Background: an optimization exercise with open tools, aiming at small area, a short achievable clock period and few clock cycles. Do not read the settings as production practice.
The RTL was checked by simulation tests, not by an equivalence proof against the original design.

==> inputs of 03-27 <==
Design ascon_core_sca, start of the top module:
module ascon_core_sca #(parameter D = NUM_SHARES) (
    input  logic              clk,
    input  logic              rst,
    input  logic [D*CCSW-1:0] key,
    input  logic              key_valid,
    output logic              key_ready,
    input  logic [ D*CCW-1:0] bdi,
    input  logic              bdi_valid,
    output logic              bdi_ready,
    input  logic [       3:0] bdi_type,
    input  logic              bdi_eot,
    input  logic              bdi_eoi,
    input  logic              decrypt,
    input  logic              hash,
    output logic [ D*CCW-1:0] bdo,
    output logic              bdo_valid,
    input  logic              bdo_ready,
    output logic [       3:0] bdo_type,
    output logic              bdo_eot,
    output logic              auth,
    output logic              auth_valid,
    input  logic              auth_ready
);
clock: 11.0 ns
lec_check: 0
cap_margin: 30
core_margin: 2
core_utilization: 30
gpl_routability_driven: 1
gpl_timing_driven: 1
place_density: 0.45
slew_margin: 20
standard.sh (not shown) runs the stock make flow with config.mk's settings and CLKGATE_MAP_FILE= SYNTH_SCRIPT=/design/flow/synth_recipe.tcl, a recipe that flattens the netlist after the stock synthesis.
==> flow/flow/run.sh <==
#!/bin/bash
# Layout: the standard flow (standard.sh, unchanged synthesis and steps)
# with ORFS's timing repair asked for more setup slack than the clock needs,
# so that it sizes and buffers the critical paths for a shorter period. The
# clock, constraints and everything else are the standard flow's. make's
# full output goes to make_finish.log in this folder; the tools' own logs
# are under orfs/logs.
set -o pipefail
bash standard.sh SETUP_SLACK_MARGIN=7.0 finish > make_finish.log 2>&1
==> 08-12 (differences from 03-27) <==
--- a/flow/design.v
+++ b/flow/design.v
@@ -147,14 +147,15 @@
   logic       sqw;            
   logic       fdec, fhash, feoi, fadeot, dsep;
   logic [1:0] kcnt;           
   logic       kbusy;          
   logic       eng;            
   logic [1:0] eptr;
   logic       aint, rdy, kfree;
+  logic [3:0] kwe;            
   logic [1:0] za;             
   logic        ib_v, ib_eot, ib_eoi, ib_hash, ib_dec;
   logic [ 3:0] ib_type;
   logic [63:0] ib_d;
   logic        ib1_v, ib1_eot, ib1_eoi, ib1_hash, ib1_dec;
   logic [ 3:0] ib1_type;
   logic [63:0] ib1_d;
@@ -465,14 +466,15 @@
     fadeot <= fadeot_n;
     dsep <= dsep_n;
     kbusy <= kbusy_n;
     eng <= eng_n;
     aint <= aint_n;
     za <= za_n;
     kfree <= !kbusy_n;
+    kwe <= {4{!kbusy_n}} & (4'b0001 << kcnt_n);
     auth <= auth_n;
     auth_valid <= auth_valid_n;
     ib_v <= ib_v_n;
     ib1_v <= ib1_v_n;
     rdy <= rdy_n;
     ov <= ov_n;
     ov2 <= ov2_n;
@@ -495,20 +497,18 @@
       ib1_d <= bdi;
       ib1_type <= bdi_type;
       ib1_eot <= bdi_eot;
       ib1_eoi <= bdi_eoi;
       ib1_hash <= hash;
       ib1_dec <= decrypt;
     end
-    if (ktake) begin
-      for (int w = 0; w < 4; w++) begin
-        if (kcnt == w) begin
-          kr[(3-w)*32 +: 32] <= key[31:0];
-          kr[128+(3-w)*32 +: 32] <= key[63:32];
-        end
+    for (int w = 0; w < 4; w++) begin
+      if (key_valid & kwe[w]) begin
+        kr[(3-w)*32 +: 32] <= key[31:0];
+        kr[128+(3-w)*32 +: 32] <= key[63:32];
       end
     end
     if (!ov | bdo_ready) begin
       if (ov2) begin
         od <= od2;
         ot <= ot2;
         oe <= oe2;
Settings changed: CORE_UTILIZATION 30 to 28, PLACE_DENSITY 0.45 to 0.38.
==> comparison <==
- Against 08-12, the count of clock-buffer cells in the layout of 03-27 is higher by 3.
- Between 08-12 and 03-27, the lower wire length is in 08-12 (gap about 1.6%, measured against 03-27).
- Register-to-register slack: 03-27 is higher than 08-12 (0.04 ns).
- Against 08-12, the die area of 03-27 is smaller by about 7%.
- Between 03-27 and 08-12, the lower via count is in 08-12 (gap about 0.7%, measured against 08-12).
- Sequential cell count: 03-27 is lower than 08-12 (4).
- In 08-12 the global-route usage is lower than in 03-27, by 4.0 points.
- Cell area: 08-12 is higher than 03-27 (1.1%).
Testbench counts of 03-27, summed over its fixed seeds: cycles 19,240.
Testbench counts of 08-12, summed over its fixed seeds: cycles 19,240.


==> run F <==
Another version of the RTL of ascon_core_sca (not shown whole).
==> flow/config.mk <==
export PLATFORM = sky130hd
export DESIGN_NAME = ascon_core_sca
export DESIGN_NICKNAME = ascon_core_sca
export VERILOG_FILES = /design/flow/design.v
export SDC_FILE = /design/flow/constraint.sdc
export NUM_CORES = 4
export LEC_CHECK = 0
export CAP_MARGIN = 30
export CORE_MARGIN = 2
export CORE_UTILIZATION = 28
export GPL_ROUTABILITY_DRIVEN = 1
export GPL_TIMING_DRIVEN = 1
export PLACE_DENSITY = 0.38
export SLEW_MARGIN = 20
==> flow/constraint.sdc <==
create_clock -name core_clock -period 11.0 [get_ports {clk}]
set_input_delay 2.2000 -clock core_clock [delete_from_list [all_inputs] [get_ports {clk}]]
set_output_delay 2.2000 -clock core_clock [all_outputs]
set_load 0.01 [all_outputs]
==> flow/flow/run.sh <==
#!/bin/bash
# Layout: the standard flow (standard.sh, unchanged synthesis and steps)
# with two optimisation settings changed:
#  - ORFS's timing repair is asked for more setup slack than the clock needs,
#    so that it sizes and buffers the critical paths for a shorter period;
#  - the port buffers that placement inserts on every input and output are
#    buf_4 cells instead of the tool's default pick (a delay cell).
# The clock, constraints and everything else are the standard flow's. make's
# full output goes to make_finish.log in this folder; the tools' own logs
# are under orfs/logs.
set -o pipefail
bash standard.sh SETUP_SLACK_MARGIN=7.25 "BUFFER_PORTS_ARGS=-buffer_cell sky130_fd_sc_hd__buf_4" \
  finish > make_finish.log 2>&1
==> run E: changes against run F <==
--- a/flow/design.v
+++ b/flow/design.v
@@ -149,16 +149,14 @@
   logic [1:0] kcnt;           
   logic       kbusy;          
   logic       eng;            
   logic [1:0] eptr;
   logic       aint, rdy, kfree;
   logic [3:0] kwe;            
   logic [1:0] za;             
-  logic [1:0] tw;             
-  logic       tv_done;        
   logic        ib_v, ib_eot, ib_eoi, ib_hash, ib_dec;
   logic [ 3:0] ib_type;
   logic [63:0] ib_d;
   logic        ib1_v, ib1_eot, ib1_eoi, ib1_hash, ib1_dec;
   logic [ 3:0] ib1_type;
   logic [63:0] ib1_d;
   logic        ov, oe, ov2, oe2;
@@ -214,23 +212,23 @@
         if (p == 0) w[31] = w[31] ^ fin_direct;
         if ((s == 0) & (p == 9)) w[0] = w[0] ^ dsep_now;
         xn[wo(s, p) +: 32] = w;
       end
     end
   end
   logic cap, cap_tv, ktake;
-  assign cap = bdi_valid & rdy & ((bdi_type != D_PTCT) | bdo_ready) & ((fsm != F_TAGV) | tv_done);
-  assign cap_tv = bdi_valid & rdy & (fsm == F_TAGV) & !tv_done & (bdi_type == D_TAG);
+  assign cap = bdi_valid & rdy & ((bdi_type != D_PTCT) | bdo_ready) & (fsm != F_TAGV);
+  assign cap_tv = bdi_valid & rdy & (fsm == F_TAGV) & (bdi_type == D_TAG);
   assign ktake = key_valid & kfree;
   logic [31:0] tv_st;
   logic        tv_eq;
   always_comb begin
     tv_st = 32'd0;
     for (int w = 0; w < 4; w++)
-      if (tw == w) tv_st = x[wo(0, 6 + w) +: 32] ^ x[wo(1, 6 + w) +: 32];
+      if (wc == w) tv_st = x[wo(0, 6 + w) +: 32] ^ x[wo(1, 6 + w) +: 32];
     tv_eq = ((bdi[31:0] ^ bdi[63:32]) == tv_st);
   end
   logic tv_z;
   assign tv_z = (!za[0] | ((x[wo(0, 6) +: 32] ^ x[wo(1, 6) +: 32]) == 32'd0)) &
                 (!za[1] | ((x[wo(0, 7) +: 32] ^ x[wo(1, 7) +: 32]) == 32'd0));
   logic        push, push2;
   logic [63:0] pd, pd2;
@@ -252,18 +250,16 @@
     pty = o_t3 ? D_PTCT : o_t4 ? D_TAG : D_HASH;
     pe = o_pe;
     pe2 = ib1_eot;
   end
   logic [2:0] fsm_n, pk_n;
   logic [1:0] wc_n, seg_n, hcnt_n, kcnt_n, eptr_n;
   logic sqw_n, fdec_n, fhash_n, feoi_n, fadeot_n, dsep_n, kbusy_n, eng_n, aint_n;
-  logic [1:0] za_n, tw_n;
-  logic tv_done_n;
-  logic auth_n, auth_valid_n, ov_n, ov2_n;
-  logic rdy_n;
+  logic [1:0] za_n;
+  logic auth_n, auth_valid_n, ov_n, ov2_n, rdy_n;
   logic ib_v_n, ib1_v_n;
   always_comb begin
     fsm_n = fsm;
     pk_n = pk;
     wc_n = wc;
     seg_n = seg;
     hcnt_n = hcnt;
@@ -277,25 +273,14 @@
     dsep_n = dsep;
     kbusy_n = kbusy;
     eng_n = eng;
     aint_n = aint;
     za_n = za;
     auth_n = auth;
     auth_valid_n = auth_valid;
-    tw_n = tw;
-    tv_done_n = tv_done & (fsm != F_TAGV);
-    if (cap_tv) begin
-      tw_n = tw + 2'd1;
-      aint_n = aint & tv_eq & tv_z;
-      if (tw == 2'd3) begin
-        auth_valid_n = 1'b1;
-        auth_n = aint & tv_eq & tv_z;
-        tv_done_n = 1'b1;
-      end
-    end
     if (eng & !ov2) begin
       eptr_n = eptr + 2'd1;
       if (eptr == 2'd3) eng_n = 1'b0;
     end
     case (fsm)
       F_IDLE: begin
         if (c_n0) begin
@@ -337,28 +322,36 @@
               fsm_n = F_PERM;
               pk_n = P_HASH;
             end
           end
         end
       end
       F_TAGV: begin
-        if (tv_done) fsm_n = F_IDLE;
+        if (cap_tv) begin
+          wc_n = wc + 2'd1;
+          aint_n = aint & tv_eq & tv_z;
+          if (wc == 2'd3) begin
+            auth_valid_n = 1'b1;
+            auth_n = aint & tv_eq & tv_z;
+            fsm_n = F_IDLE;
+          end
+        end
       end
       default: ;
     endcase
     if (lastr) begin
       if (abs_next) begin
         fsm_n = F_ABS;
         wc_n = 2'd0;
       end else if (pk == P_FINAL) begin
         kbusy_n = 1'b0;
         if (fdec) begin
           fsm_n = F_TAGV;
+          wc_n = {tg1, tg0 & !tg1};
           za_n = {tg1, tg0};
-          tw_n = {tg1, tg0 & !tg1};
           aint_n = 1'b1;
         end else begin
           fsm_n = F_IDLE;
           eng_n = 1'b1;
           eptr_n = ov2 ? 2'd0 : 2'd1;
         end
       end else if (pk == P_HASH) begin
@@ -403,20 +396,28 @@
     ov2_n = ov2;
     if (!ov | bdo_ready) begin
       ov_n = ov2 | push;
       ov2_n = push2;
     end else if (push) begin
       ov2_n = 1'b1;
     end
+    if (rst) begin
+      fsm_n = F_IDLE;
+      eng_n = 1'b0;
+      kbusy_n = 1'b0;
+      kcnt_n = 2'd0;
+      ib_v_n = 1'b0;
+      ib1_v_n = 1'b0;
+      ov_n = 1'b0;
+      ov2_n = 1'b0;
+      auth_valid_n = 1'b0;
+    end
+    rdy_n = (fsm_n == F_TAGV) |
+            (!ib1_v_n & !((fsm_n == F_PERM) & (pk_n == P_FINAL) & fdec_n & (tn == 4'd11)));
   end
-  logic dn_cons;
-  assign dn_cons = rst ? 1'b0 : bdo_ready ? (dn_p[82] | dn_p[81]) : (dn_q[82] | dn_q[81]);
-  assign rdy_n = (fsm_n == F_TAGV) |
-                 ((!ib1_v_n | dn_cons) &
-                  !((fsm_n == F_PERM) & (pk_n == P_FINAL) & fdec_n & (tn >= 4'd10)));
   logic [3:0] ib_type_n, ib1_type_n;
   logic ib_hash_n, ib_eot_n, ib_eoi_n, ib1_eot_n, ib1_eoi_n;
   always_comb begin
     ib_type_n = ib_type;
     ib_hash_n = ib_hash;
     ib_eot_n = ib_eot;
     ib_eoi_n = ib_eoi;
@@ -431,92 +432,56 @@
       ib_eot_n = ib1_eot;
       ib_eoi_n = ib1_eoi;
     end
     ib1_type_n = ib1_ld_cap ? bdi_type : ib1_type;
     ib1_eot_n = ib1_ld_cap ? bdi_eot : ib1_eot;
     ib1_eoi_n = ib1_ld_cap ? bdi_eoi : ib1_eoi;
   end
-  logic       dnc_v, dnc1_v, dnc_hash, dnc_eot, dnc_eoi, dnc1_eot, dnc1_eoi;
-  logic [3:0] dnc_type, dnc1_type;
-  logic       shift_nc;
-  assign shift_nc = cons1 & !cons2 & ib1_v;
-  assign dnc_v = cons2 ? 1'b0 : cons1 ? ib1_v : ib_v;
-  assign dnc1_v = (cons1 | cons2) ? 1'b0 : ib1_v;
-  assign dnc_type = shift_nc ? ib1_type : ib_type;
-  assign dnc_hash = shift_nc ? ib1_hash : ib_hash;
-  assign dnc_eot = shift_nc ? ib1_eot : ib_eot;
-  assign dnc_eoi = shift_nc ? ib1_eoi : ib_eoi;
-  assign dnc1_type = ib1_type;
-  assign dnc1_eot = ib1_eot;
-  assign dnc1_eoi = ib1_eoi;
-  logic ovp_n, ov2p_n, ovq_n, ov2q_n;
-  assign ovp_n = ov2 | push;
-  assign ov2p_n = push2;
-  assign ovq_n = ov ? ov : (ov2 | push);
-  assign ov2q_n = ov ? (ov2 | push) : push2;
-  logic [NDEC-1:0] dn_p, dn_q, dn_r;
-  ascon_dec i_dec_p (
+  ascon_dec i_dec (
       .fsm(fsm_n), .t(tn), .pk(pk_n), .feoi(feoi_n), .fadeot(fadeot_n), .fhash(fhash_n),
-      .fdec(fdec_n), .seg(seg_n), .eng(eng_n), .eptr(eptr_n), .ov(ovp_n), .ov2(ov2p_n),
-      .wc(wc_n), .ib_v(dnc_v), .ib_type(dnc_type), .ib_hash(dnc_hash), .ib_eot(dnc_eot),
-      .ib_eoi(dnc_eoi), .ib1_v(dnc1_v), .ib1_type(dnc1_type), .ib1_eot(dnc1_eot),
-      .ib1_eoi(dnc1_eoi), .sqw(sqw_n), .hcnt(hcnt_n), .dsep(dsep_n), .d_o(dn_p)
-  );
-  ascon_dec i_dec_q (
-      .fsm(fsm_n), .t(tn), .pk(pk_n), .feoi(feoi_n), .fadeot(fadeot_n), .fhash(fhash_n),
-      .fdec(fdec_n), .seg(seg_n), .eng(eng_n), .eptr(eptr_n), .ov(ovq_n), .ov2(ov2q_n),
-      .wc(wc_n), .ib_v(dnc_v), .ib_type(dnc_type), .ib_hash(dnc_hash), .ib_eot(dnc_eot),
-      .ib_eoi(dnc_eoi), .ib1_v(dnc1_v), .ib1_type(dnc1_type), .ib1_eot(dnc1_eot),
-      .ib1_eoi(dnc1_eoi), .sqw(sqw_n), .hcnt(hcnt_n), .dsep(dsep_n), .d_o(dn_q)
-  );
-  ascon_dec i_dec_r (
-      .fsm(F_IDLE), .t(4'd0), .pk(3'd0), .feoi(1'b0), .fadeot(1'b0), .fhash(1'b0),
-      .fdec(1'b0), .seg(2'd0), .eng(1'b0), .eptr(2'd0), .ov(1'b0), .ov2(1'b0),
-      .wc(2'd0), .ib_v(1'b0), .ib_type(4'd0), .ib_hash(1'b0), .ib_eot(1'b0),
-      .ib_eoi(1'b0), .ib1_v(1'b0), .ib1_type(4'd0), .ib1_eot(1'b0),
-      .ib1_eoi(1'b0), .sqw(1'b0), .hcnt(2'd0), .dsep(1'b0), .d_o(dn_r)
+      .fdec(fdec_n), .seg(seg_n), .eng(eng_n), .eptr(eptr_n), .ov(ov_n), .ov2(ov2_n),
+      .wc(wc_n), .ib_v(ib_v_n), .ib_type(ib_type_n), .ib_hash(ib_hash_n), .ib_eot(ib_eot_n),
+      .ib_eoi(ib_eoi_n), .ib1_v(ib1_v_n), .ib1_type(ib1_type_n), .ib1_eot(ib1_eot_n),
+      .ib1_eoi(ib1_eoi_n), .sqw(sqw_n), .hcnt(hcnt_n), .dsep(dsep_n), .d_o(dn)
   );
-  assign dn = rst ? dn_r : bdo_ready ? dn_p : dn_q;
   logic ib_ld_cap, ib_ld_shift, ib1_ld_cap;
   assign ib_ld_shift = cons1 & !cons2 & ib1_v;
   assign ib_ld_cap = cap & !(cons2 ? 1'b0 : cons1 ? ib1_v : ib_v);
   assign ib1_ld_cap = cap & (cons2 ? 1'b0 : cons1 ? ib1_v : ib_v);
   always_ff @(posedge clk) begin
     x <= xn;
     cr <= cn;
     dq <= dn;
     t <= tn;
-    fsm <= rst ? F_IDLE : fsm_n;
+    fsm <= fsm_n;
     pk <= pk_n;
     wc <= wc_n;
     seg <= seg_n;
     hcnt <= hcnt_n;
-    kcnt <= rst ? 2'd0 : kcnt_n;
+    kcnt <= kcnt_n;
     eptr <= eptr_n;
     sqw <= sqw_n;
     fdec <= fdec_n;
     fhash <= fhash_n;
     feoi <= feoi_n;
     fadeot <= fadeot_n;
     dsep <= dsep_n;
-    kbusy <= !rst & kbusy_n;
-    eng <= !rst & eng_n;
+    kbusy <= kbusy_n;
+    eng <= eng_n;
     aint <= aint_n;
     za <= za_n;
-    kfree <= rst | !kbusy_n;
-    kwe <= rst ? 4'b0001 : {4{!kbusy_n}} & (4'b0001 << kcnt_n);
+    kfree <= !kbusy_n;
+    kwe <= {4{!kbusy_n}} & (4'b0001 << kcnt_n);
     auth <= auth_n;
-    auth_valid <= !rst & auth_valid_n;
-    ib_v <= !rst & ib_v_n;
-    ib1_v <= !rst & ib1_v_n;
-    rdy <= rst | rdy_n;
-    ov <= !rst & ov_n;
-    ov2 <= !rst & ov2_n;
-    tw <= tw_n;
-    tv_done <= !rst & tv_done_n;
+    auth_valid <= auth_valid_n;
+    ib_v <= ib_v_n;
+    ib1_v <= ib1_v_n;
+    rdy <= rdy_n;
+    ov <= ov_n;
+    ov2 <= ov2_n;
     if (ib_ld_cap) begin
       ib_d <= bdi;
       ib_type <= bdi_type;
       ib_eot <= bdi_eot;
       ib_eoi <= bdi_eoi;
       ib_hash <= hash;
       ib_dec <= decrypt;
==> qor summary <==
Maximum clock frequency: run F 255.8 MHz; run E 232.1 MHz
Invs w/o clock: run F 832; run E 797
Crit. Startpoint: run F bdi[57]; run E bdi_type[0]
#MultiIn Comb: run F 8629; run E 8644
Result of the run: run F complete, no violations; run E complete, no violations
Half-perimeter wire length of the detailed placement result: run F 676200 um; run E 671600 um
Resized Gates After CTS: run F 813; run E 879
Multi-input gate area in the final layout: run F 77690 um^2; run E 78490 um^2
Worst Clk Skew: run F 0.05851 ns; run E 0.05172 ns
Portion of synthesized cell area occupied by the leading cell type: run F 23.36%; run E 23.44%
Worst Tran Pin Value: run F 1.235 ns; run E 1.230 ns
Global Route met2 Usage: run F 56.98%; run E 56.38%
Synthesized-area fraction occupied by adder cells: run F 3.266%; run E 3.242%
Placed cells: run F 17830; run E 17760
Number of sinks driven by the clock tree: run F 1924; run E 1921
Testbench counts of run F, summed over its fixed seeds: cycles 19,418.
Testbench counts of run E, summed over its fixed seeds: cycles 19,240.

-- re-timing with driven ports --
No port has a modelled driver above. Below, the same layouts with a new extraction and two added sets of constraints. Step 1: set_driving_cell puts a clkbuf_16 on clk and a buf_2 on each other input, an assumption about the parent block. Step 2, shift: input delay + t, output delay - t, t = (earliest + latest rising clock arrival at the registers) / 2. This alone moves slack from input paths to output paths. Three values: no drivers, after step 1, after step 2; two values: the first two.
run | shift t [ns] | setup WS [ns] | hold WS [ns]
03-27 | 1.087 | 6.801 / 6.849 / 5.801 | 0.479 / 0.479 / 0.479
08-12 | 1.092 | 6.754 / 6.809 / 5.745 | 0.505 / 0.505 / 0.505
run F | 1.107 | 7.091 / 7.005 / 6.057 | 0.440 / 0.440 / 0.440
run E | 1.094 | 6.692 / 6.780 / 5.686 | 0.494 / 0.494 / 0.494
After both steps every run listed still meets setup and hold. The setup slack of run F, which loses most, moves by -0.086 ns with the drivers and by -1.034 ns with both steps.
